This design comes from an exercise in tuning for small area and a short achievable clock period on the open sky130 flow, not from production work. Only simulation tests tie the RTL to the original design; equivalence was not proved. No driver is modelled on the clock port, so clock power and skew are understated where the tree is cut down; a real chip needs a root buffer or a tree. No activity file was given, so power comes from the tool's default toggle rates.

## run A
Design mult_unsigned, start of the top module:
module mult_unsigned (
	input clk, rst,
	input [15:0] A,
	input [23:0] B,
	output [39:0] result
);
reg [23:0] rb;
reg [7:0] r_one, r_two, r_neg;
reg r_a15;
reg [78:0] r2;
reg [39:0] r3, r4, r5;
reg [3:0] v;
wire [16:0] ax = {A, 1'b0};
wire [7:0] e_one, e_two, e_neg;
genvar gi;
generate for (gi = 0; gi < 8; gi = gi + 1) begin : enc
	assign e_one[gi] = ax[2*gi+1] ^ ax[2*gi];
	assign e_two[gi] = (ax[2*gi+2] & ~ax[2*gi+1] & ~ax[2*gi]) | (~ax[2*gi+2] & ax[2*gi+1] & ax[2*gi]);
	assign e_neg[gi] = ax[2*gi+2];
end endgenerate
wire pp1;
wire pp2;
wire pp3;
wire pp4;
wire pp5;
wire pp6;
wire pp7;
wire pp8;
wire pp9;
wire pp10;
wire pp11;
wire pp12;
wire pp13;
wire pp14;
wire pp15;
wire pp16;
wire pp17;
wire pp18;
wire pp19;
wire pp20;
wire pp21;
wire pp22;
wire pp23;
wire pp24;
wire pp25;
wire ns26;
wire pp27;
wire pp28;
wire pp29;
wire pp30;
wire pp31;
wire pp32;
wire pp33;
wire pp34;
wire pp35;
wire pp36;
wire pp37;
wire pp38;
wire pp39;
wire pp40;
wire pp41;
wire pp42;
wire pp43;
wire pp44;
wire pp45;
wire pp46;
wire pp47;
wire pp48;
wire pp49;
wire pp50;
wire pp51;
wire ns52;
wire pp53;
wire pp54;
wire pp55;
wire pp56;
wire pp57;
wire pp58;
wire pp59;
wire pp60;
wire pp61;
wire pp62;
wire pp63;
wire pp64;
wire pp65;
wire pp66;
wire pp67;
wire pp68;
wire pp69;
wire pp70;
wire pp71;
wire pp72;
wire pp73;
wire pp74;
wire pp75;
wire pp76;
wire pp77;
wire ns78;
wire pp79;
wire pp80;
wire pp81;
wire pp82;
wire pp83;
wire pp84;
wire pp85;
wire pp86;
wire pp87;
wire pp88;
wire pp89;
wire pp90;
wire pp91;
wire pp92;
wire pp93;
wire pp94;
wire pp95;
wire pp96;
wire pp97;
wire pp98;
wire pp99;
wire pp100;
wire pp101;
wire pp102;
wire pp103;
wire ns104;
wire pp105;
wire pp106;
wire pp107;
wire pp108;
wire pp109;
wire pp110;
wire pp111;
wire pp112;
wire pp113;
wire pp114;
wire pp115;
wire pp116;
wire pp117;
wire pp118;
wire pp119;
wire pp120;
wire pp121;
wire pp122;
wire pp123;
wire pp124;
wire pp125;
wire pp126;
wire pp127;
wire pp128;
wire pp129;
wire ns130;
wire pp131;
wire pp132;
wire pp133;
wire pp134;
wire pp135;
wire pp136;
wire pp137;
wire pp138;
wire pp139;
wire pp140;
wire pp141;
wire pp142;
wire pp143;
wire pp144;
wire pp145;
wire pp146;
wire pp147;
wire pp148;
wire pp149;
wire pp150;
wire pp151;
wire pp152;
  ...
Settings: LEC_CHECK=0, CAP_MARGIN=20, CORE_MARGIN=2, CORE_UTILIZATION=40, SETUP_SLACK_MARGIN=5, SLEW_MARGIN=20, SYNTH_HIERARCHICAL=1, SYNTH_MINIMUM_KEEP_SIZE=0; clock period 8.0 ns.
standard.sh (not shown) runs the stock make flow with config.mk's settings and CLKGATE_MAP_FILE= SYNTH_SCRIPT=/design/flow/synth_recipe.tcl, a recipe that flattens the netlist after the stock synthesis.
==> flow/flow/run.sh <==
#!/bin/bash
# Layout flow: the standard synthesis unchanged, then the standard ORFS
# steps with plain buffers on the ports and the setup-repair target below.
set -euo pipefail
bash standard.sh synth > synth.log 2>&1
sed -e 's/SETUP_SLACK_MARGIN=[-0-9.]*/SETUP_SLACK_MARGIN=5.58/' standard.sh > layout.sh
export BUFFER_PORTS_ARGS="-buffer_cell sky130_fd_sc_hd__buf_1"
export PRE_CTS_TCL=$(pwd)/flow/manual_cts.tcl MCTS_LEAVES=12 MCTS_ROOTS=4 MCTS_CLASSES='r2:sky130_fd_sc_hd__dlygate4sd3_1+sky130_fd_sc_hd__dlygate4sd1_1 r3:sky130_fd_sc_hd__dlygate4sd3_1+sky130_fd_sc_hd__dlygate4sd3_1 r4:sky130_fd_sc_hd__dlygate4sd3_1+sky130_fd_sc_hd__dlygate4sd3_1' REMOVE_ABC_BUFFERS=1
bash layout.sh finish > layout.log 2>&1
==> flow/flow/manual_cts.tcl <==
# Two-level clock tree built by hand, in place of the flow's clock tree
# synthesis: the clock port drives a few root buffers; each root buffer drives
# the leaf buffers of its region, and each leaf buffer drives one cluster of
# flip-flops (k-means on their positions). Every register gets the same two
# buffer stages; no register's clock is delayed on purpose.
proc mcts_kmeans {pts k} {
  # pts: list of {x y}; returns {assign cx cy counts}
  set n [llength $pts]
  set sorted [lsort -real -index 0 $pts]
  set cx {}; set cy {}
  for {set i 0} {$i < $k} {incr i} {
    set s [lindex $sorted [expr {int(($i + 0.5) * $n / $k)}]]
    lappend cx [lindex $s 0]; lappend cy [lindex $s 1]
  }
  for {set iter 0} {$iter < 40} {incr iter} {
    set sx [lrepeat $k 0.0]; set sy [lrepeat $k 0.0]; set sc [lrepeat $k 0]
    set assign {}
    foreach s $pts {
      set best 0; set bd 1e30
      for {set i 0} {$i < $k} {incr i} {
        set d [expr {abs([lindex $s 0] - [lindex $cx $i]) + abs([lindex $s 1] - [lindex $cy $i])}]
        if {$d < $bd} { set bd $d; set best $i }
      }
      lappend assign $best
      lset sx $best [expr {[lindex $sx $best] + [lindex $s 0]}]
      lset sy $best [expr {[lindex $sy $best] + [lindex $s 1]}]
      lset sc $best [expr {[lindex $sc $best] + 1}]
    }
    for {set i 0} {$i < $k} {incr i} {
      if {[lindex $sc $i] > 0} {
        lset cx $i [expr {[lindex $sx $i] / [lindex $sc $i]}]
        lset cy $i [expr {[lindex $sy $i] / [lindex $sc $i]}]
      }
    }
  }
  return [list $assign $cx $cy $sc]
}

# capacity-limited assignment of points to centres (nearest first), with the
# centres moved to their points' mean, repeated
proc mcts_balance {pts cx cy cap} {
  set n [llength $pts]
  set k [llength $cx]
  for {set iter 0} {$iter < 10} {incr iter} {
    set pairs {}
    for {set l 0} {$l < $n} {incr l} {
      set p [lindex $pts $l]
      for {set r 0} {$r < $k} {incr r} {
        lappend pairs [list [expr {abs([lindex $p 0] - [lindex $cx $r]) + abs([lindex $p 1] - [lindex $cy $r])}] $l $r]
      }
    }
    set assign [lrepeat $n -1]
    set sc [lrepeat $k 0]
    foreach pr [lsort -real -index 0 $pairs] {
      lassign $pr d l r
      if {[lindex $assign $l] >= 0 || [lindex $sc $r] >= $cap} { continue }
      lset assign $l $r
      lset sc $r [expr {[lindex $sc $r] + 1}]
    }
    set sx [lrepeat $k 0.0]; set sy [lrepeat $k 0.0]
    for {set l 0} {$l < $n} {incr l} {
      set r [lindex $assign $l]
      lset sx $r [expr {[lindex $sx $r] + [lindex $pts $l 0]}]
      lset sy $r [expr {[lindex $sy $r] + [lindex $pts $l 1]}]
    }
    for {set r 0} {$r < $k} {incr r} {
      if {[lindex $sc $r] > 0} { lset cx $r [expr {[lindex $sx $r] / [lindex $sc $r]}]; lset cy $r [expr {[lindex $sy $r] / [lindex $sc $r]}] }
    }
  }
  return [list $assign $cx $cy $sc]
}

proc mcts_build {nleaf nroot} {
  set block [ord::get_db_block]
  set db [ord::get_db]
  set clknet [[$block findBTerm clk] getNet]
  set master [$db findMaster sky130_fd_sc_hd__clkbuf_16]
  set lmaster $master
  if {[info exists ::env(MCTS_LEAF_CELL)]} { set lmaster [$db findMaster $::env(MCTS_LEAF_CELL)] }
  # register classes: "prefix:cell+cell ..." puts the named delay cells in
  # front of the leaf buffers of the registers whose names start with prefix
  set classes {{"" {}}}
  if {[info exists ::env(MCTS_CLASSES)]} {
    foreach c $::env(MCTS_CLASSES) {
      lassign [split $c :] pre chain
      lappend classes [list $pre [split $chain +]]
    }
  }
  set sinks {}
  foreach it [$clknet getITerms] {
    set inst [$it getInst]
    set name [$inst getName]
    set cls 0
    for {set c 1} {$c < [llength $classes]} {incr c} {
      if {[string match "[lindex $classes $c 0]*" $name]} { set cls $c; break }
    }
    set loc [$inst getLocation]
    set m [$inst getMaster]
    lappend sinks [list $it $cls [expr {[lindex $loc 0] + [$m getWidth] / 2}] [expr {[lindex $loc 1] + [$m getHeight] / 2}]]
  }
  set n [llength $sinks]
  set cap [expr {int(ceil(double($n) / $nleaf))}]
  # leaf clusters, class by class
  set leaves {}
  set sink_leaf {}
  for {set c 0} {$c < [llength $classes]} {incr c} {
    set pts {}; set its {}
    foreach s $sinks {
      if {[lindex $s 1] == $c} { lappend pts [lrange $s 2 3]; lappend its [lindex $s 0] }
    }
    if {[llength $pts] == 0} { continue }
    set k [expr {max(1, int(ceil(double([llength $pts]) / $cap)))}]
    lassign [mcts_kmeans $pts $k] assign cx cy sc
    lassign [mcts_balance $pts $cx $cy [expr {int(ceil(double([llength $pts]) / $k))}]] assign cx cy sc
    set base [llength $leaves]
    for {set i 0} {$i < $k} {incr i} { lappend leaves [list [lindex $cx $i] [lindex $cy $i] $c [lindex $sc $i]] }
    set j 0
    foreach it $its { lappend sink_leaf [list $it [expr {$base + [lindex $assign $j]}]]; incr j }
  }
  set nl [llength $leaves]
  set lpts {}
  foreach l $leaves { lappend lpts [lrange $l 0 1] }
  lassign [mcts_kmeans $lpts $nroot] rassign rcx rcy rsc
  lassign [mcts_balance $lpts $rcx $rcy [expr {int(ceil(double($nl) / $nroot))}]] rassign rcx rcy rsc
  set rootnets {}
  for {set r 0} {$r < $nroot} {incr r} {
    if {[lindex $rsc $r] == 0} { lappend rootnets {}; continue }
    set root [odb::dbInst_create $block $master mcts_root_$r]
    $root setLocation [expr {int([lindex $rcx $r])}] [expr {int([lindex $rcy $r])}]
    $root setPlacementStatus PLACED
    [$root findITerm A] connect $clknet
    set rnet [odb::dbNet_create $block mcts_root_net_$r]
    $rnet setSigType CLOCK
    [$root findITerm X] connect $rnet
    lappend rootnets $rnet
  }
  set leafnets {}
  for {set i 0} {$i < $nl} {incr i} {
    lassign [lindex $leaves $i] x y c cnt
    set x [expr {int($x)}]; set y [expr {int($y)}]
    set drv [lindex $rootnets [lindex $rassign $i]]
    set d 0
    foreach cell [lindex $classes $c 1] {
      set dl [odb::dbInst_create $block [$db findMaster $cell] mcts_dly_${i}_$d]
      $dl setLocation $x $y
      $dl setPlacementStatus PLACED
      [$dl findITerm A] connect $drv
      set dnet [odb::dbNet_create $block mcts_dly_net_${i}_$d]
      $dnet setSigType CLOCK
      [$dl findITerm X] connect $dnet
      set drv $dnet
      incr d
    }
    set leaf [odb::dbInst_create $block $lmaster mcts_leaf_$i]
    $leaf setLocation $x $y
    $leaf setPlacementStatus PLACED
    [$leaf findITerm A] connect $drv
    set lnet [odb::dbNet_create $block mcts_leaf_net_$i]
    $lnet setSigType CLOCK
    [$leaf findITerm X] connect $lnet
    lappend leafnets $lnet
  }
  foreach sl $sink_leaf {
    set it [lindex $sl 0]
    $it disconnect
    $it connect [lindex $leafnets [lindex $sl 1]]
  }
  puts "manual clock tree: $n sinks, $nl leaf buffers, $nroot root buffers $rsc, classes $classes"
}

set mcts_leaves 10
set mcts_roots 3
if {[info exists ::env(MCTS_LEAVES)]} { set mcts_leaves $::env(MCTS_LEAVES) }
if {[info exists ::env(MCTS_ROOTS)]} { set mcts_roots $::env(MCTS_ROOTS) }
mcts_build $mcts_leaves $mcts_roots
set_propagated_clock [all_clocks]
# the tree is built: the flow's clock_tree_synthesis call becomes a no-op
rename clock_tree_synthesis mcts_orig_clock_tree_synthesis
proc clock_tree_synthesis {args} { puts "clock_tree_synthesis skipped: manual clock tree" }
Edits applied to the flow inputs when going from run A to run B:
diff --git a/flow/flow/run.sh b/flow/flow/run.sh
--- a/flow/flow/run.sh
+++ b/flow/flow/run.sh
@@ -8 +8 @@
-export PRE_CTS_TCL=$(pwd)/flow/manual_cts.tcl MCTS_LEAVES=12 MCTS_ROOTS=4 MCTS_CLASSES='r2:sky130_fd_sc_hd__dlygate4sd3_1+sky130_fd_sc_hd__dlygate4sd1_1 r3:sky130_fd_sc_hd__dlygate4sd3_1+sky130_fd_sc_hd__dlygate4sd3_1 r4:sky130_fd_sc_hd__dlygate4sd3_1+sky130_fd_sc_hd__dlygate4sd3_1' REMOVE_ABC_BUFFERS=1
+export PRE_CTS_TCL=$(pwd)/flow/manual_cts.tcl MCTS_LEAVES=14 MCTS_ROOTS=4 MCTS_CLASSES='r2:sky130_fd_sc_hd__dlygate4sd3_1+sky130_fd_sc_hd__dlygate4sd1_1 r3:sky130_fd_sc_hd__dlygate4sd3_1+sky130_fd_sc_hd__dlygate4sd3_1' REMOVE_ABC_BUFFERS=1
Findings:
Comparing run B against run A, there is no change at all in number of antenna violations at the first check in global routing. Compared with run A, in run B final cycle utilization of the critical path saw an increase, met2 wire length saw an increase. Diff run B..run A | final count of hold timing violations | unchanged. Clock skew down 0.080 ns in run B wrt run A. Routed wire length | run B above run A.
Input changes introduced in run C (baseline for comparison: run B):
==> flow/flow/run.sh <==
#!/bin/bash
# Layout flow: the standard synthesis unchanged, then the standard ORFS
# steps with plain buffers on the ports and the setup-repair target below.
set -euo pipefail
bash standard.sh synth > synth.log 2>&1
sed -e 's/SETUP_SLACK_MARGIN=[-0-9.]*/SETUP_SLACK_MARGIN=5.5/' standard.sh > layout.sh
export BUFFER_PORTS_ARGS="-buffer_cell sky130_fd_sc_hd__buf_1"
export PRE_CTS_TCL=$(pwd)/flow/manual_cts.tcl MCTS_LEAVES=14 MCTS_ROOTS=4 MCTS_CLASSES='r2:sky130_fd_sc_hd__dlygate4sd3_1 r3:sky130_fd_sc_hd__dlygate4sd3_1 r4:sky130_fd_sc_hd__dlygate4sd3_1'
bash layout.sh finish > layout.log 2>&1
Notes after the runs:
- Run C vs run B: maximum achievable frequency down by a few percent
- Post-synthesis instance total came out exactly the same in run C and run B.
- Setup TNS came out exactly the same in run C and run B.
- The lower part of the power in combinational logic of run C and run B is in run B.
- Taking run B as the reference point, the count of hold buffers inserted by post-cts repair of run C falls by 1.
- Compare run C and run B | post-route minimum period higher: run C
- Taking run B as the reference, in run C final routed wirelength across all metal layers went up, count of flip-flops with a built-in enable after synthesis stayed essentially flat, global routing met2 resource utilization rose 3.3 points.
Changes in run D relative to run C:
diff --git a/flow/flow/run.sh b/flow/flow/run.sh
--- a/flow/flow/run.sh
+++ b/flow/flow/run.sh
@@ -8 +8 @@
-export PRE_CTS_TCL=$(pwd)/flow/manual_cts.tcl MCTS_LEAVES=14 MCTS_ROOTS=4 MCTS_CLASSES='r2:sky130_fd_sc_hd__dlygate4sd3_1 r3:sky130_fd_sc_hd__dlygate4sd3_1 r4:sky130_fd_sc_hd__dlygate4sd3_1'
+export PRE_CTS_TCL=$(pwd)/flow/manual_cts.tcl MCTS_LEAVES=14 MCTS_ROOTS=4 MCTS_CLASSES='r2:sky130_fd_sc_hd__dlygate4sd3_1+sky130_fd_sc_hd__dlygate4sd1_1 r3:sky130_fd_sc_hd__dlygate4sd3_1+sky130_fd_sc_hd__dlygate4sd3_1 r4:sky130_fd_sc_hd__dlygate4sd3_1+sky130_fd_sc_hd__dlygate4sd3_1'
### Flow results
- Taking run C as the reference point, the maximum frequency from static timing analysis of run D rises by 18 MHz.
- In summary, run D completed successfully, with a layout that passed the timing, design-rule and antenna checks.
- Run D ended up with a lower aggregate routed wire length than run C did.
- Delta(power consumption, run D - run C) < 0
- Of run D and run C, it is run D that has the lower critical path arrival.
- The per-cell routed wire length was comparable across run C and run D.
- The run showing the smaller number of cells on the worst hold path is run D.
- Cmp run D vs run C: sum of routed wire segments on met1 lower in run D
No run of this note takes its clock network from TritonCTS; it comes from the design's own scripts or RTL.

[separate check: timing with driven ports]
In the flow no input, the clock included, has a driving cell. The finished layouts below were timed again as built, in two steps.
Step 1: set_driving_cell puts a clkbuf_16 on clk and a buf_2 on each other input, an assumption about the parent block.
Step 2, shift: input delay + t, output delay - t, t = (earliest + latest rising clock arrival at the registers) / 2. This alone moves slack from input paths to output paths.
Three values: ideal ports, drivers, drivers and shift; two values: the first two.
run	shift t [ns]	setup WS [ns]	worst setup path at the end	clock arrival spread, ns	cell pins on the clock port's net
run A	0.988	5.577 / 5.475 / 5.103	input, reset recovery	1.248 / 1.248	4
run B	0.970	5.550 / 5.449 / 5.133	input, reset recovery	1.184 / 1.184	4
run C	0.715	5.444 / 5.444 / 5.425	input, reset recovery	0.674 / 0.675	4
run D	0.984	5.554 / 5.437 / 5.160	input, reset recovery	1.217 / 1.217	4
In every run listed the clock reaches the registers at very different times; t lies between them, and the last value is a rough guide only. The setup slack of run A, which loses most, moves by -0.102 ns with the drivers and by -0.474 ns with both steps. Setup slack includes reset recovery checks.
